Source: an optimization exercise on an open RTL-to-GDS flow (aim: small area and a short achievable clock period). Production flows keep margins and buffers that such runs may drop. Only simulation tests tie the RTL to the original design; equivalence was not proved. No activity file was given, so power comes from the tool's default toggle rates.

File: flow/config.mk
export PLATFORM = sky130hd
export DESIGN_NAME = Controller
export DESIGN_NICKNAME = Controller
export VERILOG_FILES = /design/flow/design.v
export SDC_FILE = /design/flow/constraint.sdc
export NUM_CORES = 4
export LEC_CHECK = 0
export CAP_MARGIN = 20
export CORE_MARGIN = 2
export CORE_UTILIZATION = 30
export SLEW_MARGIN = 20
File: flow/constraint.sdc
create_clock -name core_clock -period 9.0 [get_ports {CLK}]
set_input_delay 1.8000 -clock core_clock [delete_from_list [all_inputs] [get_ports {CLK}]]
set_output_delay 1.8000 -clock core_clock [all_outputs]
set_load 0.01 [all_outputs]
File: flow/design.v
module Controller (CLK, reset, busIn, instrIn, imemAddr, out);
input CLK;
input reset;
input [31:0] busIn;
input [15:0] instrIn;
output [15:0] imemAddr;
output [106:0] out;
wire [15:0] pcNext8;
wire [15:0] instr8;
wire [155:0] next;
wire [106:0] out;
reg [48:0] processor8;
assign pcNext8 = ( processor8[48:33] + 16'b0000000000000001 );
assign instr8 = instrIn;
assign next = ( processor8[0]? ( ( instr8[15:8] == 8'b00000001 )? {{{pcNext8, ( processor8[32:1] + busIn ) }, 1'b0 }, {{{{8'b00000000, 1'b0 }, 1'b0 }, 32'b00000000000000000000000000000000 }, {{{( processor8[32:1] + busIn ), pcNext8 }, instr8 }, 1'b0 } } } : ( ( instr8[15:8] == 8'b00000011 )? {{{pcNext8, ( processor8[32:1] - busIn ) }, 1'b0 }, {{{{8'b00000000, 1'b0 }, 1'b0 }, 32'b00000000000000000000000000000000 }, {{{( processor8[32:1] - busIn ), pcNext8 }, instr8 }, 1'b0 } } } : ( ( instr8[15:8] == 8'b00000111 )? {{{pcNext8, busIn }, 1'b0 }, {{{{8'b00000000, 1'b0 }, 1'b0 }, 32'b00000000000000000000000000000000 }, {{{busIn, pcNext8 }, instr8 }, 1'b0 } } } : ( ( instr8[15:8] == 8'b00001010 )? {{{pcNext8, ( processor8[32:1] & busIn ) }, 1'b0 }, {{{{8'b00000000, 1'b0 }, 1'b0 }, 32'b00000000000000000000000000000000 }, {{{( processor8[32:1] & busIn ), pcNext8 }, instr8 }, 1'b0 } } } : ( ( instr8[15:8] == 8'b00001100 )? {{{pcNext8, ( processor8[32:1] | busIn ) }, 1'b0 }, {{{{8'b00000000, 1'b0 }, 1'b0 }, 32'b00000000000000000000000000000000 }, {{{( processor8[32:1] | busIn ), pcNext8 }, instr8 }, 1'b0 } } } : ( ( instr8[15:8] == 8'b00001110 )? {{{pcNext8, ( ( processor8[32:1] & ~busIn ) | ( ~processor8[32:1] & busIn ) ) }, 1'b0 }, {{{{8'b00000000, 1'b0 }, 1'b0 }, 32'b00000000000000000000000000000000 }, {{{( ( processor8[32:1] & ~busIn ) | ( ~processor8[32:1] & busIn ) ), pcNext8 }, instr8 }, 1'b0 } } } : {{{pcNext8, processor8[32:1] }, 1'b0 }, {{{{8'b00000000, 1'b0 }, 1'b0 }, 32'b00000000000000000000000000000000 }, {{{processor8[32:1], pcNext8 }, instr8 }, 1'b0 } } } ) ) ) ) ) ) : ( ( instr8[15:8] == 8'b00000010 )? {{{pcNext8, ( processor8[32:1] + {24'b000000000000000000000000, instr8[7:0] } ) }, 1'b0 }, {{{{8'b00000000, 1'b0 }, 1'b0 }, 32'b00000000000000000000000000000000 }, {{{( processor8[32:1] + {24'b000000000000000000000000, instr8[7:0] } ), pcNext8 }, instr8 }, 1'b0 } } } : ( ( instr8[15:8] == 8'b00000100 )? {{{pcNext8, ( processor8[32:1] - {24'b000000000000000000000000, instr8[7:0] } ) }, 1'b0 }, {{{{8'b00000000, 1'b0 }, 1'b0 }, 32'b00000000000000000000000000000000 }, {{{( processor8[32:1] - {24'b000000000000000000000000, instr8[7:0] } ), pcNext8 }, instr8 }, 1'b0 } } } : ( ( instr8[15:8] == 8'b00001000 )? {{{pcNext8, {24'b000000000000000000000000, instr8[7:0] } }, 1'b0 }, {{{{8'b00000000, 1'b0 }, 1'b0 }, 32'b00000000000000000000000000000000 }, {{{{24'b000000000000000000000000, instr8[7:0] }, pcNext8 }, instr8 }, 1'b0 } } } : ( ( instr8[15:8] == 8'b00001001 )? {{{pcNext8, processor8[32:1] }, 1'b0 }, {{{{instr8[7:0], 1'b0 }, 1'b1 }, processor8[32:1] }, {{{processor8[32:1], pcNext8 }, instr8 }, 1'b0 } } } : ( ( instr8[15:8] == 8'b00001011 )? {{{pcNext8, ( processor8[32:1] & {24'b000000000000000000000000, instr8[7:0] } ) }, 1'b0 }, {{{{8'b00000000, 1'b0 }, 1'b0 }, 32'b00000000000000000000000000000000 }, {{{( processor8[32:1] & {24'b000000000000000000000000, instr8[7:0] } ), pcNext8 }, instr8 }, 1'b0 } } } : ( ( instr8[15:8] == 8'b00001101 )? {{{pcNext8, ( processor8[32:1] | {24'b000000000000000000000000, instr8[7:0] } ) }, 1'b0 }, {{{{8'b00000000, 1'b0 }, 1'b0 }, 32'b00000000000000000000000000000000 }, {{{( processor8[32:1] | {24'b000000000000000000000000, instr8[7:0] } ), pcNext8 }, instr8 }, 1'b0 } } } : ( ( instr8[15:8] == 8'b00001111 )? {{{pcNext8, ( ( processor8[32:1] & ~{24'b000000000000000000000000, instr8[7:0] } ) | ( ~processor8[32:1] & {24'b000000000000000000000000, instr8[7:0] } ) ) }, 1'b0 }, {{{{8'b00000000, 1'b0 }, 1'b0 }, 32'b00000000000000000000000000000000 }, {{{( ( processor8[32:1] & ~{24'b000000000000000000000000, instr8[7:0] } ) | ( ~processor8[32:1] & {24'b000000000000000000000000, instr8[7:0] } ) ), pcNext8 }, instr8 }, 1'b0 } } } : ( ( instr8[15:8] == 8'b00000101 )? {{{pcNext8, ( processor8[32:1] << instr8[4:0] ) }, 1'b0 }, {{{{8'b00000000, 1'b0 }, 1'b0 }, 32'b00000000000000000000000000000000 }, {{{( processor8[32:1] << instr8[4:0] ), pcNext8 }, instr8 }, 1'b0 } } } : ( ( instr8[15:8] == 8'b00000110 )? {{{pcNext8, ( processor8[32:1] >> instr8[4:0] ) }, 1'b0 }, {{{{8'b00000000, 1'b0 }, 1'b0 }, 32'b00000000000000000000000000000000 }, {{{( processor8[32:1] >> instr8[4:0] ), pcNext8 }, instr8 }, 1'b0 } } } : ( ( instr8[15:8] == 8'b00010000 )? {{{( processor8[48:33] + ( instr8[7]? {8'b11111111, instr8[7:0] } : {8'b00000000, instr8[7:0] } ) ), processor8[32:1] }, 1'b0 }, {{{{8'b00000000, 1'b0 }, 1'b0 }, 32'b00000000000000000000000000000000 }, {{{processor8[32:1], ( processor8[48:33] + ( instr8[7]? {8'b11111111, instr8[7:0] } : {8'b00000000, instr8[7:0] } ) ) }, instr8 }, 1'b0 } } } : ( ( instr8[15:8] == 8'b00010001 )? ( ( processor8[32:1] == 32'b00000000000000000000000000000000 )? {{{( processor8[48:33] + ( instr8[7]? {8'b11111111, instr8[7:0] } : {8'b00000000, instr8[7:0] } ) ), processor8[32:1] }, 1'b0 }, {{{{8'b00000000, 1'b0 }, 1'b0 }, 32'b00000000000000000000000000000000 }, {{{processor8[32:1], ( processor8[48:33] + ( instr8[7]? {8'b11111111, instr8[7:0] } : {8'b00000000, instr8[7:0] } ) ) }, instr8 }, 1'b0 } } } : {{{pcNext8, processor8[32:1] }, 1'b0 }, {{{{8'b00000000, 1'b0 }, 1'b0 }, 32'b00000000000000000000000000000000 }, {{{processor8[32:1], pcNext8 }, instr8 }, 1'b0 } } } ) : ( ( instr8[15:8] == 8'b00010010 )? ( ( processor8[32:1] == 32'b00000000000000000000000000000000 )? {{{pcNext8, processor8[32:1] }, 1'b0 }, {{{{8'b00000000, 1'b0 }, 1'b0 }, 32'b00000000000000000000000000000000 }, {{{processor8[32:1], pcNext8 }, instr8 }, 1'b0 } } } : {{{( processor8[48:33] + ( instr8[7]? {8'b11111111, instr8[7:0] } : {8'b00000000, instr8[7:0] } ) ), processor8[32:1] }, 1'b0 }, {{{{8'b00000000, 1'b0 }, 1'b0 }, 32'b00000000000000000000000000000000 }, {{{processor8[32:1], ( processor8[48:33] + ( instr8[7]? {8'b11111111, instr8[7:0] } : {8'b00000000, instr8[7:0] } ) ) }, instr8 }, 1'b0 } } } ) : ( ( instr8[15:8] == 8'b00000001 )? {{{processor8[48:33], processor8[32:1] }, 1'b1 }, {{{{instr8[7:0], 1'b1 }, 1'b0 }, 32'b00000000000000000000000000000000 }, {{{processor8[32:1], processor8[48:33] }, instr8 }, 1'b0 } } } : ( ( instr8[15:8] == 8'b00000011 )? {{{processor8[48:33], processor8[32:1] }, 1'b1 }, {{{{instr8[7:0], 1'b1 }, 1'b0 }, 32'b00000000000000000000000000000000 }, {{{processor8[32:1], processor8[48:33] }, instr8 }, 1'b0 } } } : ( ( instr8[15:8] == 8'b00000111 )? {{{processor8[48:33], processor8[32:1] }, 1'b1 }, {{{{instr8[7:0], 1'b1 }, 1'b0 }, 32'b00000000000000000000000000000000 }, {{{processor8[32:1], processor8[48:33] }, instr8 }, 1'b0 } } } : ( ( instr8[15:8] == 8'b00001010 )? {{{processor8[48:33], processor8[32:1] }, 1'b1 }, {{{{instr8[7:0], 1'b1 }, 1'b0 }, 32'b00000000000000000000000000000000 }, {{{processor8[32:1], processor8[48:33] }, instr8 }, 1'b0 } } } : ( ( instr8[15:8] == 8'b00001100 )? {{{processor8[48:33], processor8[32:1] }, 1'b1 }, {{{{instr8[7:0], 1'b1 }, 1'b0 }, 32'b00000000000000000000000000000000 }, {{{processor8[32:1], processor8[48:33] }, instr8 }, 1'b0 } } } : ( ( instr8[15:8] == 8'b00001110 )? {{{processor8[48:33], processor8[32:1] }, 1'b1 }, {{{{instr8[7:0], 1'b1 }, 1'b0 }, 32'b00000000000000000000000000000000 }, {{{processor8[32:1], processor8[48:33] }, instr8 }, 1'b0 } } } : ( ( instr8[15:8] == 8'b00010011 )? {{{pcNext8, processor8[32:1] }, 1'b0 }, {{{{8'b00000000, 1'b0 }, 1'b0 }, 32'b00000000000000000000000000000000 }, {{{processor8[32:1], pcNext8 }, instr8 }, 1'b1 } } } : {{{pcNext8, processor8[32:1] }, 1'b0 }, {{{{8'b00000000, 1'b0 }, 1'b0 }, 32'b00000000000000000000000000000000 }, {{{processor8[32:1], pcNext8 }, instr8 }, 1'b0 } } } ) ) ) ) ) ) ) ) ) ) ) ) ) ) ) ) ) ) ) );
assign out = next[106:0];
assign imemAddr = processor8[48:33];
always @ (posedge CLK)
  if (reset)
    processor8 <= 49'b0000000000000000000000000000000000000000000000000;
  else
    processor8 <= next[155:107];
endmodule
File: flow/run.sh
#!/bin/bash
# synth_recipe.tcl (not shown) runs the flow's synth.tcl, then flattens the netlist and writes it again
# the make line also repeats each setting of config.mk as NAME=value (left out here)
make -C /OpenROAD-flow-scripts/flow DESIGN_CONFIG=/design/flow/config.mk WORK_HOME=/design/flow/orfs CLKGATE_MAP_FILE= SYNTH_SCRIPT=/design/flow/synth_recipe.tcl finish
==> results of run 1 <==
[through the flow]
stage / worst slack, ns / area [sq um] / instances / hold WS, ns
2_1_floorplan: 1.659 / 16730 / 2374 / 0.5072
3_3_place_gp: 0.8517 / 18370 / 3064 / 0.5298
3_5_place_dp: 0.8696 / 18370 / 3064 / 0.5585
4_1_cts: 0.8532 / 18540 / 3072 / 0.5722
5_1_grt: 0.6307 / 18540 / 3072 / 0.6167
6_report: 0.7319 / 18540 / 3073 / 0.5700
[worst max path at each step]
stage                     endpoint  slack, ns        start
after global routing       out[56]       0.63     busIn[6]
after global placement     out[56]       0.85     busIn[6]
after detailed placement   out[56]       0.87     busIn[6]
after CTS                  out[56]       0.85     busIn[6]
final                      out[38]       0.73  instrIn[12]
after floorplan            out[64]       1.66   instrIn[1]
[worst reg2reg max path: stages (launching register included)]
cell and delay [ns]:
dfxtp_1 0.87, inv_1 0.39, ha_1 0.58, nor2_1 0.13, a211o_1 0.31, o21a_1 0.21, a2111oi_1 0.77, nor3_1 0.26
or2_1 0.30, a221o_1 0.35, a2111oi_1 0.43, nor3_1 0.16
[Yosys cell counts, types with 10 or more instances]
master / number
nor2_1: 217
nand2_1: 192
a21oi_1: 182
o21ai_0: 157
clkbuf_1: 147
ha_1: 137
buf_4: 126
inv_1: 116
nor3_1: 105
mux2i_1: 71
mux4_2: 69
nand3_1: 50
dfxtp_1: 49
and2_1: 45
xnor2_1: 43
a31oi_1: 31
o211ai_1: 30
a221oi_1: 29
a211oi_1: 28
nand4_1: 27
nor4_1: 27
o22ai_1: 27
nand2b_1: 24
buf_1: 22
o21bai_1: 21
and3_1: 20
o221ai_1: 19
o31ai_1: 19
a22oi_1: 18
a21o_1: 17
buf_2: 17
xor2_1: 17
a221o_1: 16
nor2b_1: 16
a211o_1: 15
o2111ai_1: 15
mux2_2: 13
o21a_1: 13
a2111oi_0: 12
a311oi_1: 10
or3_1: 10
or4_1: 10
[layout by cell type, fill, tap and decap left out, types with 21 or more instances in the layout]
cell type	instances
nor2_1	217
nand2_1	192
a21oi_1	182
clkdlybuf4s50_1	167
o21ai_0	157
ha_1	137
inv_1	116
nor3_1	100
buf_4	83
mux2i_1	71
mux4_2	69
nand3_1	50
dfxtp_1	48
and2_1	45
xnor2_1	43
a31oi_1	31
o211ai_1	30
a221oi_1	29
a211oi_1	28
o22ai_1	27
nand4_1	27
nor4_1	26
nand2b_1	24
o21bai_1	21
[cell families after synthesis]
kind of cell,after synthesis
flip-flops,49
XOR/XNOR,60
adder cells (fa/ha/maj),142
buffers and inverters,435
AND/OR/NAND/NOR,776
AO/OA/AOI/OAI,759
multiplexers,153
[power groups by stage]
stage	combinational, mW	sequential, mW	clock (mW)
final	0.793	0.253	0.247
after global routing	0.842	0.254	0.255
after CTS	0.770	0.251	0.250
after detailed placement	0.767	0.256	0
after global placement	0.762	0.256	0
after floorplan	0.532	0.245	0
[area by class of cell]
cell class                      count  area (sq um)  share of cell area [%]
Inverter                          123         461.7                   2.490
Clock inverter                      2         38.79                  0.2092
Antenna cell                        1         2.502                 0.01350
Timing Repair Buffer              254          2330                   12.56
Multi-Input combinational cell   1890         13660                   73.68
Clock buffer                        6         128.9                  0.6951
Tap cell                          748         935.9                   5.048
Sequential cell                    49         982.2                   5.297
[layer usage]
layer / share of wire (%) / GRT usage, % / vias to the layer above
met2: 43 / 42.26 / 1338
li1: - / - / 8652
met1: 41 / 38.63 / 9609
met3: 11 / 4.914 / 215
met4: 5.0 / 13.06 / 0
met5: 0 / 0 / -
==> summary.txt, run 1 <==
Clocking
  – CTS Buf Count: 5
  – Post-CTS Resized: 0
  – H-tree depth: 2
  – Root buf cell: clkbuf_16
  – Clock transition at path regs: 0.08 ns
  – Hold_buf cts: 0
  – CTS tree: yes
  – Clk buf depth: 2
  – Post-CTS Setup Bufs: 0
  – Clock Latency Late Sink: 0.33 ns
  – # clock sinks: 49

Worst setup path
  – Worst r2r dst: processor8[24]
  – WP buf/inv: 5
  – Crit-path max FO: 13
  – Crit path kind: in -> out
  – Critical Path RT: 7.20 ns
  – Worst Path Arrival: 6.47 ns
  – CP Launch Type: primary input
  – Critical path capture point type: primary output
  – Worst reg2reg setup slack: 4.07 ns
  – Critical path depth: 13
  – Slowest stage delay, CP: 0.82 ns
  – Critical Path Slowest Stage Cell: or4_1
  – Worst r2r src: processor8[6]
  – Cell breakdown of the critical path: clkdlybuf4s50_1 > or4_1 > buf_4 > nor3_2 > nand2_1 > buf_4 > o21ai_0 > a21oi_1 > a2111oi_0 > nor4_1 > buf_4 > nor2b_1 > clkdlybuf4s50_1
  – Most frequent CP cell: buf_4
  – Worst R2R Path Depth: 11
  – Delay-heaviest family, CP: simple AND/OR/NAND/NOR gates

Timing
  – Worst Skew: 0.01478 ns
  – Setup_tns: 0 ns
  – Rel. slew slack: 22.80%
  – Minimum clock period: 8.268 ns
  – Fmax: 0.1209 GHz
  – Period utilisation layout: 91.87%
  – Slew Viols, Final: 0
  – Worst Tran Pin Value: 1.156 ns
  – Setup-failing EPs final: 0
  – Final Hold Viols: 0
  – Unrepaired setup endpoints after global routing: false

Drt
  – Final wirelength: 83610 microns
  – Routed Antenna Nets: 0
  – DRC: 0
  – WL/cell: 27.21 microns
  – Total number of vias: 19814
  – DRT iter0 DRCs: 2632
  – Vias per cell: 6.448
  – Drt first pass iters: 6

Floorplanning
  – Initial core utilization: 30.37%
  – Core box area: 0.05509 sq mm
  – DIE AREA: 0.05768 sq mm
  – Io pins: 173
  – Chip height: 240.2 microns
  – Row cnt: 86
  – Die Wd: 240.2 microns

Finish
  – Largest register FFs: 49
  – Layout cell share with drive strength beyond 1: 9.380%
  – Fillers: 6010
  – Final Util: 33.66%
  – Layout Nets: 2515
  – Biggest registers after layout: processor8 x49
  – Reg with most FFs: processor8
  – Synthesis-to-layout area growth: 10.81%

Pwr
  – Share of power burned in registers: 19.6%
  – Psw: 0.6312 mW
  – Tot Pwr: 1.292 mW
  – Power Density: 69.69 mW/mm^2
  – Clk network pwr share: 19.1%
  – Leak Pwr: 7.070 nW
  – Power Internal: 0.6611 mW
  – Peak supply drop: 0.00006553 V
  – Comb pwr share: 61.3%
  – Switching share of power: 48.84%

Logic synthesis
  – Mux contribution to synthesized area: 14.41%
  – Synth Cell Area: 0.01673 sq mm
  – Synth Area in Compound Gates: 30.92%
  – Yosys warns: 1
  – Synth Area in XOR/XNOR: 3.141%
  – Largest family of logic cells by synthesized area: compound AO/OA/AOI/OAI gates
  – Synth cell types: 90
  – Post-Synth Simple-Gate Area: 22.11%
  – Main flop type after synthesis: dfxtp_1
  – Avg Inst Size Synth: 7.048 sq um
  – Cell taking the most area after synthesis: ha_1
  – Synth top area share: 10.24%
  – Flops & latches, synth: 49
  – Seq/Total Area, Yosys: 5.863%
  – Synth Instances: 2374
  – Net Count, Synth: 2566
  – Async SR Flop Fraction: 0%
  – Largest cells by area after synthesis: ha_1 (10%), mux4_2 (9.3%), dfxtp_1 (5.9%)
  – Adder-Cell Fraction of Synth Area: 10.84%
  – Number of flops mapped to enable cells by yosys: 0

Place
  – GP Congestion: 1.046
  – PortBufs: 172
  – HPWL Detailed: 63820 microns

Outcome
  – Status: timing/DRC/antenna clean

Global route
  – Initial antenna violation count: 1
  – Global-route wire length before repair: 122500 microns
  – GR Util All Layers: 28.03%
  – Congestion Overflow GR: 0
  – Vias in the first global route: 18588
  – Largest net degree at the start of global routing: 53

Hold path
  – Hold_sp: processor8[48]
  – Worst hold path depth: 2
  – Hold EP: processor8[48]
  – Hold WC Path Type: reg -> reg

Flow run
  – Max-Cap Viols: 0
==> inputs of run 2 (changes only) <==
==> flow/design.v (replaced) <==
module Controller (CLK, reset, busIn, instrIn, imemAddr, out);
input CLK;
input reset;
input [31:0] busIn;
input [15:0] instrIn;
output [15:0] imemAddr;
output [106:0] out;
reg [15:0] pc;
reg [31:0] acc;
reg mode;
wire [7:0] op  = instrIn[15:8];
wire [7:0] imm = instrIn[7:0];
wire hi0    = (op[7:5] == 3'b000);
wire grp0   = hi0 & ~op[4];            
wire grp1   = hi0 &  op[4];            
wire o_add  = grp0 & (op[3:0] == 4'h1);
wire o_addi = grp0 & (op[3:0] == 4'h2);
wire o_sub  = grp0 & (op[3:0] == 4'h3);
wire o_subi = grp0 & (op[3:0] == 4'h4);
wire o_shl  = grp0 & (op[3:0] == 4'h5);
wire o_shr  = grp0 & (op[3:0] == 4'h6);
wire o_ld   = grp0 & (op[3:0] == 4'h7);
wire o_ldi  = grp0 & (op[3:0] == 4'h8);
wire o_st   = grp0 & (op[3:0] == 4'h9);
wire o_and  = grp0 & (op[3:0] == 4'ha);
wire o_andi = grp0 & (op[3:0] == 4'hb);
wire o_or   = grp0 & (op[3:0] == 4'hc);
wire o_ori  = grp0 & (op[3:0] == 4'hd);
wire o_xor  = grp0 & (op[3:0] == 4'he);
wire o_xori = grp0 & (op[3:0] == 4'hf);
wire o_br   = grp1 & (op[3:0] == 4'h0);
wire o_brz  = grp1 & (op[3:0] == 4'h1);
wire o_brnz = grp1 & (op[3:0] == 4'h2);
wire o_exit = grp1 & (op[3:0] == 4'h3);
wire busform = o_add | o_sub | o_ld | o_and | o_or | o_xor;
wire m0 = ~mode;
wire [31:0] b = mode ? busIn : {24'b0, imm};
wire sub = mode ? op[1] : op[2];
wire [31:0] sum = acc + (b ^ {32{sub}}) + {31'b0, sub};
function [31:0] rev32(input [31:0] x);
  integer k;
  for (k = 0; k < 32; k = k + 1) rev32[k] = x[31-k];
endfunction
wire dir_l = op[0];                  
wire [31:0] sh_in = dir_l ? acc : rev32(acc);
wire [31:0] sh = sh_in << imm[4:0];
wire s_add = mode ? (o_add | o_sub) : (o_addi | o_subi);
wire s_shl = m0 & o_shl;
wire s_shr = m0 & o_shr;
wire s_ld  = mode ? o_ld  : o_ldi;
wire s_and = mode ? o_and : o_andi;
wire s_or  = mode ? o_or  : o_ori;
wire s_xor = mode ? o_xor : o_xori;
wire s_keep = ~(s_add | s_shl | s_shr | s_ld | s_and | s_or | s_xor);
wire [31:0] acc_n = ({32{s_add}} & sum)
                  | ({32{s_shl}} & sh)
                  | ({32{s_shr}} & rev32(sh))
                  | ({32{s_ld}}  & b)
                  | ({32{s_and}} & (acc & b))
                  | ({32{s_or}}  & (acc | b))
                  | ({32{s_xor}} & (acc ^ b))
                  | ({32{s_keep}} & acc);
wire zero  = (acc == 32'b0);
wire taken = m0 & (o_br | (o_brz & zero) | (o_brnz & ~zero));
wire hold  = m0 & busform;
wire [15:0] pc_inc = taken ? {{8{imm[7]}}, imm} : {15'b0, ~hold};
wire [15:0] pc_n = pc + pc_inc;
wire st = m0 & o_st;
wire rd = m0 & busform;
assign imemAddr = pc;
assign out = {(st | rd) ? imm : 8'b0, rd, st, st ? acc : 32'b0,
              acc_n, pc_n, instrIn, m0 & o_exit};
always @(posedge CLK)
  if (reset) begin
    pc   <= 16'b0;
    acc  <= 32'b0;
    mode <= 1'b0;
  end else begin
    pc   <= pc_n;
    acc  <= acc_n;
    mode <= rd;
  end
endmodule
--- a/flow/config.mk
+++ b/flow/config.mk
@@ -8,4 +8,5 @@
 export CAP_MARGIN = 20
 export CORE_MARGIN = 2
 export CORE_UTILIZATION = 30
+export SETUP_SLACK_MARGIN = 2
 export SLEW_MARGIN = 20
==> run 2 against run 1 <==
- still clean on timing, DRC and antenna
- utilization rose by 5.6 points
- clock skew rose by 0.00094 ns
- sequential share of layout area rose by 1.3 points
- synthesized cell count fell by 36%
- hold slack improved by 0.12 ns
- total power fell by 34%
- flip-flop and latch count did not move
==> summary.txt, run 2 <==
Outcome
  – Status: timing/DRC/antenna clean

Drt
  – Drt first pass iters: 6 (unchanged)
  – Total number of vias: 13663 (-31%)
  – Routed Antenna Nets: 0 (unchanged)
  – DRT iter0 DRCs: 2029 (-23%)
  – Vias per cell: 6.325 (-1.9%)
  – WL/cell: 27.08 microns (-0.47%)
  – DRC: 0 (unchanged)
  – Final wirelength: 58500 microns (-30%)

Place
  – HPWL Detailed: 43810 microns (-31%)
  – PortBufs: 172 (unchanged)
  – GP Congestion: 1.003 (-4.1%)
  – Dpl cell area: 0.01374 sq mm (-25%)

Worst setup path
  – CP Launch Type: primary input
  – Worst setup path start: busIn[4]
  – Crit path kind: in -> out
  – Critical Path RT: 7.20 ns (about the same)
  – Worst Path Arrival: 5.35 ns (-1.12 ns)
  – Crit-path max FO: 5 (-8)
  – Critical path capture point type: primary output
  – Worst r2r src: acc[6]

Logic synthesis
  – Synth top area share: 12.58% (+2.3 points)
  – Cell taking the most area after synthesis: ha_1
  – Avg Inst Size Synth: 7.616 sq um (+8.1%)
  – Synth Cell Area: 0.01154 sq mm (-31%)
  – Async SR Flop Fraction: 0% (unchanged)
  – Commonest cells in the netlist: nand2_1 (121), ha_1 (116), a21oi_1 (109)
  – Flops & latches, synth: 49 (unchanged)
  – Net Count, Synth: 1683 (-34%)
  – Main flop type after synthesis: dfxtp_1
  – Synth Instances: 1515 (-36%)
  – Largest cells by area after synthesis: ha_1 (13%), mux4_2 (11%), dfxtp_1 (8.5%)
  – Number of flops mapped to enable cells by yosys: 0 (unchanged)
  – Synth cell types: 81 (-10%)
  – Seq/Total Area, Yosys: 8.501% (+2.6 points)
  – Yosys warns: 1 (unchanged)
  – Cell with the most instances after synthesis: nand2_1

Global route
  – Largest net degree at the start of global routing: 50 (-5.7%)
  – Congestion Overflow GR: 0 (unchanged)
  – Vias in the first global route: 12665 (-32%)
  – GR Util All Layers: 27.92% (-0.11 points)
  – Global-route wire length before repair: 85540 microns (-30%)
  – Initial antenna violation count: 0 (-1)

Finish
  – Final Util: 39.26% (+5.6 points)
  – Synthesis-to-layout area growth: 28.45%
  – Reg with most FFs: acc
  – Layout Nets: 1816 (-28%)
  – Antenna cells: 0 (-1)
  – Most frequent cells in the layout: clkdlybuf4s50_1 (134), nand2_1 (121), ha_1 (107), a21oi_1 (99), nor2_1 (95)
  – Fin area: 0.01482 sq mm (-20%)
  – Largest register FFs: 32 (-35%)
  – Biggest registers after layout: acc x32, pc x16, mode x1
  – Commonest non-fill, non-tap cell in the layout: clkdlybuf4s50_1
  – Layout cell share with drive strength beyond 1: 18.44% (+9.1 points)
  – Fillers: 3858 (-36%)

Pwr
  – Leak Pwr: 6.214 nW (-12%)
  – Power Density: 57.80 mW/mm^2 (-17%)
  – Peak supply drop: 0.0001068 V (+63%)

Clocking
  – H-tree depth: 2 (unchanged)
  – CTS tree: yes
  – Root buf cell: clkbuf_16
  – # clock sinks: 49 (unchanged)
  – Clock transition at path regs: 0.07 ns (about the same)
  – Clk buf depth: 2 (unchanged)
  – Hold_buf cts: 0 (unchanged)
  – Clock Latency Late Sink: 0.33 ns (about the same)
  – CTS Buf Count: 5 (unchanged)

Hold path
  – Hold WC Path Type: reg -> reg
  – Hold_sp: pc[0]

Floorplanning
  – Initial core utilization: 30.56% (+0.19 points)
  – Core box area: 0.03776 sq mm (-31%)
  – DIE AREA: 0.04005 sq mm (-31%)
  – Die Wd: 200.1 microns (-17%)
  – Row cnt: 71 (-17%)
  – Chip height: 200.1 microns (-17%)
  – Io pins: 173 (unchanged)

Timing
  – Worst Tran Pin Value: 1.200 ns (+0.04443 ns)
  – Setup-failing EPs final: 0 (unchanged)
  – Fmax: 0.1399 GHz (+16%)
  – Period utilisation layout: 79.43% (-12 points)
  – Worst Skew: 0.01571 ns (+0.0009395 ns)
  – Unrepaired setup endpoints after global routing: true
  – Minimum clock period: 7.148 ns (-1.120 ns)
  – Rel. slew slack: 19.40% (-3.4 points)
  – Setup_tns: 0 ns (unchanged)
  – Final Hold Viols: 0 (unchanged)
  – Slew Viols, Final: 0 (unchanged)

Flow run
  – Max-Cap Viols: 0 (unchanged)
run 2: critical path, stage by stage:
cell and delay [ns]:
clkdlybuf4s50_1 0.41, nand2_1 0.07, a21boi_4 0.21, inv_1 0.09, xnor2_1 0.18, ha_2 0.33, a21o_1 0.21, a221o_2 0.42
o2111ai_4 0.29, a211oi_2 0.12, or4_1 0.56, nand3_1 0.12, clkdlybuf4s50_1 0.54
run 2: path summary, 6_finish.rpt:
| path | end | slack [ns] | depth (start not counted) |
|---|---|---|---|
| setup / recovery | out[64] | 1.85 | 13 |
| hold reg to reg | pc[0] | 0.69 | 2 |
| hold / removal | pc[0] | 0.69 | 2 |
| setup reg to reg | pc[10] | 4.56 | 19 |
run 2: cell families after synthesis:
| family | Yosys count | synth area share (%) |
|---|---|---|
| AOI/OAI and AO/OA | 430 | 26.12 |
| buffers and inverters | 237 | 8.762 |
| and+or+nand+nor | 501 | 22.39 |
| adders and majority gates | 118 | 12.93 |
| muxes | 124 | 17.05 |
| DFF | 49 | 8.501 |
| xor gates and xnor gates | 56 | 4.251 |
run 2: repair_timing:
item	in CTS	in global routing
setup endpoints to repair	44	34
resized for setup	155	49
cloned	1	1
pin swaps	28	19
buffers inserted	26	8
run 2: per-stage QoR:
step                instances  hold WS, ns  setup WS [ns]  power (mW)
finish                   2160       0.6943          1.852      0.8567
global route             2160       0.7282          1.725      0.8871
CTS                      2151       0.7060          1.830      0.8448
detailed placement       2116       0.6815          1.080      0.5547
global placement         2116       0.6670          1.131      0.5542
floorplan                1515       0.6840          2.046      0.4325
run 2: per-layer routing:
layer	track usage, %	routed length, microns	part of all wire (%)	vias to the layer above
met5	0	0	0	-
met4	9.861	2258	3.9	0
met3	4.133	6118	10	127
met2	43.66	25660	44	948
met1	38.98	24460	42	6670
li1	-	-	-	5918
run 2: area by class of cell:
type                       count  area [sq um]  area share (%)
multi-input combinational   1229         10080           67.99
inverter                      88         331.6           2.237
timing repair buffer         275          2601           17.55
sequential                    49         982.2           6.627
clock inverter                 3         65.06          0.4390
clock buffer                   5         125.1          0.8442
tap                          511         639.4           4.314
run 2: report_power, final:
part | switching, mW | internal (mW) | leakage, nW | total, mW
Clock | 0.109 | 0.160 | 0.0938 | 0.269
Combinational | 0.217 | 0.148 | 5.72 | 0.365
Sequential | 0.00312 | 0.220 | 0.396 | 0.223
Total | 0.329 | 0.528 | 6.21 | 0.857
==> inputs of run 3 (changes only) <==
--- a/flow/config.mk
+++ b/flow/config.mk
@@ -8,5 +8,5 @@
 export CAP_MARGIN = 20
 export CORE_MARGIN = 2
 export CORE_UTILIZATION = 30
-export SETUP_SLACK_MARGIN = 2
+export SETUP_SLACK_MARGIN = 3.5
 export SLEW_MARGIN = 20
==> run 3 against run 2 <==
- synthesized cell count unchanged
- flip-flop and latch count did not move
- worst setup slack better by 0.51 ns
- global-route usage is 1.6 points higher
- maximum frequency grew 7.6%
- non-clock buffer count rose by 134
- sequential power hardly changed
- clock power down 7.8%
- cell count rose by 6.6%
- largest cell class unchanged
==> summary.txt, run 3 <==
Outcome
  – Status: timing/DRC/antenna clean

Logic synthesis
  – Adder-Cell Fraction of Synth Area: 12.93% (unchanged)
  – Seq/Total Area, Yosys: 8.501% (unchanged)
  – Commonest cells in the netlist: nand2_1 (121), ha_1 (116), a21oi_1 (109)
  – Number of flops mapped to enable cells by yosys: 0 (unchanged)
  – Mux contribution to synthesized area: 17.05% (unchanged)
  – Synth cell types: 81 (unchanged)
  – Synth Area in XOR/XNOR: 4.251% (unchanged)
  – Synth Instances: 1515 (unchanged)
  – Net Count, Synth: 1683 (unchanged)
  – Flops & latches, synth: 49 (unchanged)
  – Avg Inst Size Synth: 7.616 sq um (unchanged)
  – Synth top area share: 12.58% (unchanged)
  – Cell with the most instances after synthesis: nand2_1
  – Largest family of logic cells by synthesized area: compound AO/OA/AOI/OAI gates
  – Post-Synth Simple-Gate Area: 22.39% (unchanged)
  – Yosys warns: 1 (unchanged)
  – Largest cells by area after synthesis: ha_1 (13%), mux4_2 (11%), dfxtp_1 (8.5%)
  – Main flop type after synthesis: dfxtp_1
  – Async SR Flop Fraction: 0% (unchanged)
  – Cell taking the most area after synthesis: ha_1
  – Synth Cell Area: 0.01154 sq mm (unchanged)
  – Synth Area in Compound Gates: 26.12% (unchanged)

Drt
  – Vias per cell: 6.361 (+0.55%)
  – Final wirelength: 62790 microns (+7.3%)
  – DRC: 0 (unchanged)
  – Drt first pass iters: 9 (+3)
  – Routed Antenna Nets: 0 (unchanged)
  – WL/cell: 27.28 microns (+0.72%)
  – Total number of vias: 14642 (+7.2%)
  – DRT iter0 DRCs: 1881 (-7.3%)

Timing
  – Setup_tns: 0 ns (unchanged)
  – Worst Tran Pin Value: 1.044 ns (-0.1559 ns)
  – Slew Viols, Final: 0 (unchanged)
  – Minimum clock period: 6.643 ns (-0.5058 ns)
  – Unrepaired setup endpoints after global routing: true
  – Rel. slew slack: 29.81% (+10 points)
  – Fmax: 0.1505 GHz (+7.6%)
  – Setup-failing EPs final: 0 (unchanged)
  – Worst Skew: 0.01017 ns (-0.005545 ns)
  – Period utilisation layout: 73.81% (-5.6 points)
  – Final Hold Viols: 0 (unchanged)

Finish
  – Synthesis-to-layout area growth: 50.58%
  – Layout Nets: 1953 (+7.5%)
  – Reg with most FFs: acc
  – Fillers: 3622 (-6.1%)
  – Layout cell share with drive strength beyond 1: 36.84% (+18 points)
  – Commonest non-fill, non-tap cell in the layout: buf_4
  – Biggest registers after layout: acc x32, pc x16, mode x1
  – Non-Filler Instances: 2302 (+6.6%)
  – Largest register FFs: 32 (unchanged)
  – Most frequent cells in the layout: buf_4 (167), nand2_1 (110), nor2_1 (85), ha_1 (85), a21oi_1 (82)

Worst setup path
  – Critical Path Slowest Stage Cell: nor4_2
  – Critical path capture point type: primary output
  – Crit path kind: in -> out
  – Critical path depth: 10 (-3)
  – Most frequent CP cell: buf_8
  – Worst R2R Path Depth: 18 (-1)
  – CP Launch Type: primary input
  – Crit-path max FO: 15 (+10)
  – Worst Path Arrival: 4.84 ns (-0.51 ns)
  – WP buf/inv: 4 (+1)
  – Cell breakdown of the critical path: buf_8 > or4_4 > buf_4 > buf_8 > nor4_2 > o21ai_1 > a31oi_1 > nor3_2 > nand3_2 > clkdlybuf4s15_1
  – Critical Path RT: 7.20 ns (about the same)
  – Delay-heaviest family, CP: simple AND/OR/NAND/NOR gates
  – Slowest stage delay, CP: 0.89 ns (+0.33 ns)

Hold path
  – Hold WC Path Type: reg -> reg
  – Worst hold path depth: 2 (unchanged)

Clocking
  – Clock Latency Late Sink: 0.33 ns (about the same)
  – Hold_buf cts: 0 (unchanged)
  – Clk buf depth: 2 (unchanged)
  – H-tree depth: 2 (unchanged)
  – # clock sinks: 49 (unchanged)
  – Clock transition at path regs: 0.08 ns (about the same)
  – CTS tree: yes
  – CTS Buf Count: 5 (unchanged)
  – Root buf cell: clkbuf_16

Global route
  – Initial antenna violation count: 5 (+5)
  – Congestion Overflow GR: 0 (unchanged)
  – Largest net degree at the start of global routing: 70 (+40%)
  – Global-route wire length before repair: 90820 microns (+6.2%)
  – Vias in the first global route: 13891 (+9.7%)
  – GR Util All Layers: 29.54% (+1.6 points)

Floorplanning
  – Io pins: 173 (unchanged)
  – Initial core utilization: 30.56% (unchanged)
  – Core box area: 0.03776 sq mm (unchanged)
  – Chip height: 200.1 microns (unchanged)
  – Die Wd: 200.1 microns (unchanged)
  – DIE AREA: 0.04005 sq mm (unchanged)
  – Row cnt: 71 (unchanged)

Place
  – Post-Place Cells: 2096 (-0.95%)
  – HPWL Detailed: 42880 microns (-2.1%)
  – PortBufs: 172 (unchanged)
  – GP Congestion: 0.9936 (-0.94%)

Pwr
  – Peak supply drop: 0.00006844 V (-36%)
  – Leak Pwr: 7.382 nW (+19%)
  – Power Density: 54.45 mW/mm^2 (-5.8%)

Flow run
  – Max-Cap Viols: 0 (unchanged)
## run 3: layout make-up
| class | instances | area [sq um] | share of cell area, % |
|---|---|---|---|
| antenna | 5 | 12.51 | 0.07201 |
| clock buffer | 5 | 125.1 | 0.7201 |
| clock inverter | 3 | 46.29 | 0.2665 |
| inverter | 88 | 347.8 | 2.002 |
| multi-input combinational | 1232 | 11270 | 64.89 |
| sequential | 49 | 982.2 | 5.653 |
| tap | 511 | 639.4 | 3.680 |
| timing repair buffer | 409 | 3948 | 22.72 |
## run 3: logic make-up (layout without fill, tap and decap cells)
family                     after synthesis  in the layout
muxes                                  124            124
buffers and inverters                  237            505
adders and majority gates              118            118
and+or+nand+nor                        501            504
AOI/OAI and AO/OA                      430            430
DFF                                     49             49
other                                    0              5
xor gates and xnor gates                56             56
## run 3: routing by layer
layer / vias to the layer above / GRT usage [%] / wire [microns]
met5: - / 0 / 0
met4: 0 / 12.69 / 3334
met3: 235 / 6.508 / 7133
met2: 1076 / 45.70 / 27450
met1: 7106 / 39.48 / 24870
li1: 6225 / - / -
## run 3: final timing paths
check                               end         from  slack (ns)
worst min register to register    pc[0]        pc[0]        0.70
worst max-delay path            out[59]  instrIn[14]        2.36
worst min-delay path              pc[0]        pc[0]        0.70
worst max register to register  acc[19]         mode        4.50
## run 3: worst reg2reg max path, cell delays in order (launching register included)
cell,delay [ns]
dfxtp_2,0.64
buf_4,0.73
a21boi_4,0.35
buf_12,0.23
xnor2_2,0.18
ha_1,0.25
a21o_1,0.19
a221o_1,0.36
buf_6,0.15
o21ai_4,0.17
nand3_4,0.11
buf_6,0.16
a21oi_2,0.17
o31ai_4,0.10
buf_4,0.15
buf_4,0.13
buf_4,0.13
buf_4,0.13
a21oi_1,0.11
## run 3: power breakdown
| part | internal, mW | switching (mW) | leakage, nW | total [mW] |
|---|---|---|---|---|
| sequential | 0.220 | 0.00614 | 0.396 | 0.226 |
| combinational | 0.217 | 0.255 | 6.91 | 0.472 |
| clock | 0.133 | 0.115 | 0.0800 | 0.248 |
## run 3: what timing repair did
action,in CTS,in global routing
buffers inserted,140,38
pin swaps,125,81
cloned,14,1
gates resized for setup,594,109
endpoints found under the setup margin,94,71
## run 3: metrics by stage
stage	utilization, %	hold slack (ns)	area, sq um	power (mW)	worst slack (ns)
finish	46.02	0.6976	17370	0.9461	2.357
floorplan	-	0.7177	12190	0.4562	2.385
global route	46.01	0.7336	17370	0.9723	2.332
detailed placement	36.88	0.7150	13920	0.5620	0.9185
CTS	44.31	0.6991	16730	0.9128	2.308
global placement	36.88	0.7088	13920	0.5599	0.9657
==> inputs of run 4 (changes only) <==
--- a/flow/config.mk
+++ b/flow/config.mk
@@ -8,5 +8,4 @@
 export CAP_MARGIN = 20
 export CORE_MARGIN = 2
 export CORE_UTILIZATION = 30
-export SETUP_SLACK_MARGIN = 3.5
 export SLEW_MARGIN = 20
==> run 4 against run 3 <==
- still clean on timing, DRC and antenna
- cell count fell by 8.3%
- via count down 10%
- synthesized cell count is the same
- global-route usage decreased by 2.3 points
- sequential share of layout area grew 1.5 points
- final area down 20%
- non-clock buffer count down 184
- combinational power decreased by 31%
- die area did not move
- highest routed layer is now met5
==> summary.txt, run 4 <==
Floorplanning
  – Io pins: 173 (unchanged)
  – Row cnt: 71 (unchanged)
  – Initial core utilization: 30.56% (unchanged)
  – DIE AREA: 0.04005 sq mm (unchanged)
  – Die Wd: 200.1 microns (unchanged)
  – Core box area: 0.03776 sq mm (unchanged)
  – Chip height: 200.1 microns (unchanged)

Clocking
  – CTS Buf Count: 5 (unchanged)
  – Clock Latency Late Sink: 0.33 ns (about the same)
  – Clock transition at path regs: 0.07 ns (about the same)
  – Post-CTS Setup Bufs: 0 (-100%)
  – Post-CTS Resized: 0 (-100%)
  – H-tree depth: 2 (unchanged)
  – CTS tree: yes
  – Hold_buf cts: 0 (unchanged)
  – # clock sinks: 49 (unchanged)
  – Clk buf depth: 2 (unchanged)
  – Root buf cell: clkbuf_16

Timing
  – Setup-failing EPs final: 0 (unchanged)
  – Unrepaired setup endpoints after global routing: false
  – Worst Skew: 0.01320 ns (+0.003026 ns)
  – Slew Viols, Final: 0 (unchanged)
  – Minimum clock period: 8.108 ns (+1.465 ns)
  – Period utilisation layout: 90.08% (+16 points)
  – Fmax: 0.1233 GHz (-18%)
  – Final Hold Viols: 0 (unchanged)
  – Worst Tran Pin Value: 1.147 ns (+0.1033 ns)
  – Rel. slew slack: 22.93% (-6.9 points)
  – Setup_tns: 0 ns (unchanged)

Finish
  – Reg with most FFs: acc
  – Area of the multi-input gates: 0.009580 sq mm (-15%)
  – Layout Nets: 1766 (-9.6%)
  – Commonest non-fill, non-tap cell in the layout: clkdlybuf4s50_1
  – Synthesis-to-layout area growth: 19.81%
  – Fillers: 3967 (+9.5%)
  – Biggest registers after layout: acc x32, pc x16, mode x1
  – Sequential cell area: 982.2 sq um (unchanged)
  – Largest register FFs: 32 (unchanged)
  – Most frequent cells in the layout: clkdlybuf4s50_1 (168), nand2_1 (121), ha_1 (116), a21oi_1 (109), nor2_1 (100)
  – Antenna cells: 0 (-5)
  – Layout cell share with drive strength beyond 1: 10.13% (-27 points)
  – Final Util: 36.62% (-9.4 points)

Worst setup path
  – CP Capture Point: out[57]
  – Worst reg2reg setup slack: 4.31 ns (-0.19 ns)
  – Worst setup path start: instrIn[10]
  – Crit-path max FO: 19 (+4)
  – Crit path kind: in -> out
  – CP Launch Type: primary input
  – Critical Path Slowest Stage Cell: a311oi_1
  – Slowest stage delay, CP: 0.59 ns (-0.30 ns)
  – Critical path capture point type: primary output
  – Critical Path RT: 7.20 ns (about the same)
  – Worst R2R Path Depth: 16 (-2)
  – Worst Path Arrival: 6.31 ns (+1.47 ns)
  – Worst r2r src: acc[17]
  – Cell breakdown of the critical path: clkdlybuf4s50_1 > buf_4 > nand2b_1 > a21boi_0 > buf_4 > xnor2_1 > inv_1 > fa_1 > nand3b_1 > a211o_1 > a311oi_1 > o21ai_0 > and4_1 > o21ai_0 > nand2_1 > clkdlybuf4s50_1
  – Worst r2r dst: pc[10]

Logic synthesis
  – Synth cell types: 81 (unchanged)
  – Largest cells by area after synthesis: ha_1 (13%), mux4_2 (11%), dfxtp_1 (8.5%)
  – Post-Synth Simple-Gate Area: 22.39% (unchanged)
  – Cell taking the most area after synthesis: ha_1
  – Main flop type after synthesis: dfxtp_1
  – Cell with the most instances after synthesis: nand2_1
  – Largest family of logic cells by synthesized area: compound AO/OA/AOI/OAI gates
  – Adder-Cell Fraction of Synth Area: 12.93% (unchanged)
  – Synth Cell Area: 0.01154 sq mm (unchanged)
  – Synth top area share: 12.58% (unchanged)
  – Commonest cells in the netlist: nand2_1 (121), ha_1 (116), a21oi_1 (109)
  – Flops & latches, synth: 49 (unchanged)
  – Synth Area in XOR/XNOR: 4.251% (unchanged)
  – Async SR Flop Fraction: 0% (unchanged)
  – Net Count, Synth: 1683 (unchanged)
  – Synth Instances: 1515 (unchanged)
  – Avg Inst Size Synth: 7.616 sq um (unchanged)
  – Seq/Total Area, Yosys: 8.501% (unchanged)
  – Synth Area in Compound Gates: 26.12% (unchanged)
  – Mux contribution to synthesized area: 17.05% (unchanged)
  – Number of flops mapped to enable cells by yosys: 0 (unchanged)
  – Yosys warns: 1 (unchanged)

Drt
  – Routed Antenna Nets: 0 (unchanged)
  – Vias per cell: 6.248 (-1.8%)
  – DRC: 0 (unchanged)
  – WL/cell: 26.85 microns (-1.6%)
  – DRT iter0 DRCs: 1794 (-4.6%)
  – Final wirelength: 56650 microns (-9.8%)
  – Total number of vias: 13184 (-10%)
  – Drt first pass iters: 6 (-3)

Global route
  – Global-route wire length before repair: 83160 microns (-8.4%)
  – Vias in the first global route: 12574 (-9.5%)
  – Largest net degree at the start of global routing: 47 (-33%)
  – Congestion Overflow GR: 0 (unchanged)
  – GR Util All Layers: 27.20% (-2.3 points)
  – Initial antenna violation count: 1 (-4)

Flow run
  – Max-Cap Viols: 0 (unchanged)

Place
  – PortBufs: 172 (unchanged)
  – GP Congestion: 0.9773 (-1.6%)
  – HPWL Detailed: 43290 microns (+0.95%)

Pwr
  – Leak Pwr: 5.620 nW (-24%)
  – Peak supply drop: 0.00006778 V (-0.96%)
  – Power Density: 59.64 mW/mm^2 (+9.5%)
  – Tot Pwr: 0.8245 mW (-13%)

Outcome
  – Status: timing/DRC/antenna clean

Hold path
  – Hold WC Path Type: reg -> reg
## run 4: cell counts after synthesis
Identical to the previous run, type by type.
## run 4: critical path: cells and delay by family
kind / cells / cell delay (ns)
AOI/OAI and AO/OA: 5 / 1.64
buffers and inverters: 5 / 1.60
and+or+nand+nor: 4 / 0.66
adders and majority gates: 1 / 0.40
xor gates and xnor gates: 1 / 0.20
## run 4: report_power, final
group | switching [mW] | total (mW) | leakage [nW] | internal (mW)
clock | 0.109 | 0.269 | 0.0938 | 0.160
sequential | 0.00759 | 0.228 | 0.396 | 0.220
combinational | 0.198 | 0.328 | 5.13 | 0.130
total | 0.314 | 0.825 | 5.62 | 0.510
## run 4: area by class of cell
type / instances / share of cell area (%)
flip-flops and latches: 49 / 7.105
repair buffers: 225 / 15.21
well taps: 511 / 4.625
clock inverters: 3 / 0.4706
inverters: 88 / 2.389
clock buffers: 5 / 0.9051
multi-input cells: 1229 / 69.30
## run 4: layer usage
layer,GRT usage [%],up-vias,part of all wire [%]
met1,38.00,6404,43
met4,9.062,2,3.3
met5,0,-,0.023
met2,42.11,836,44
li1,-,5819,-
met3,4.832,123,9.9
## run 4: how the worst min path moves through the flow
stage                      from     to  slack (ns)  cells past startpoint
after floorplan           pc[1]  pc[1]        0.68                      3
after global placement    pc[0]  pc[0]        0.67                      2
after detailed placement  pc[1]  pc[1]        0.69                      3
after CTS                 pc[1]  pc[1]        0.70                      3
after global routing      pc[0]  pc[0]        0.72                      2
final                     pc[1]  pc[1]        0.69                      3
## run 4: logic make-up after synthesis
logic type | Yosys count
AOI/OAI and AO/OA | 430
xor gates and xnor gates | 56
adders and majority gates | 118
buffers and inverters | 237
DFF | 49
muxes | 124
and+or+nand+nor | 501
## run 4: through the flow
step                      instances  hold WS [ns]  area (sq um)  setup WS, ns
after floorplan                1515        0.6840         11540         1.752
after global placement         2102        0.6719         13630        0.9530
after detailed placement       2102        0.6873         13630        0.9011
after CTS                      2110        0.6974         13820        0.8803
after global routing           2110        0.7213         13820        0.5009
final                          2110        0.6923         13820        0.8924

-- port drivers added, routing unchanged --
No port has a modelled driver above. Below, the same layouts with a new extraction and two added sets of constraints.
Step 1, drivers: a clkbuf_16 drives CLK and a buf_2 each remaining input, both assumed.
Step 2 adds t to the input delays and takes it off the output delays; t is the mean of the earliest and latest rising clock arrival at the registers after step 1. Input paths then give back, and output paths get back, about the clock's delay inside the block.
a / b / c = no drivers / after step 1 / after step 2; a / b = the first two.
run	t (ns)	slack for setup (ns)	worst slew at a driven data input, ns
run 1	0.379	0.732 / 0.707 / 0.707	0.07
run 2	0.367	1.852 / 1.827 / 1.827	0.06
run 3	0.367	2.357 / 2.312 / 2.312	0.24
run 4	0.367	0.892 / 0.857 / 0.857	0.06
After both steps every run listed still meets setup and hold. For run 3, which loses most, drivers alone change the setup slack by -0.045 ns; drivers and shift together by -0.045 ns.
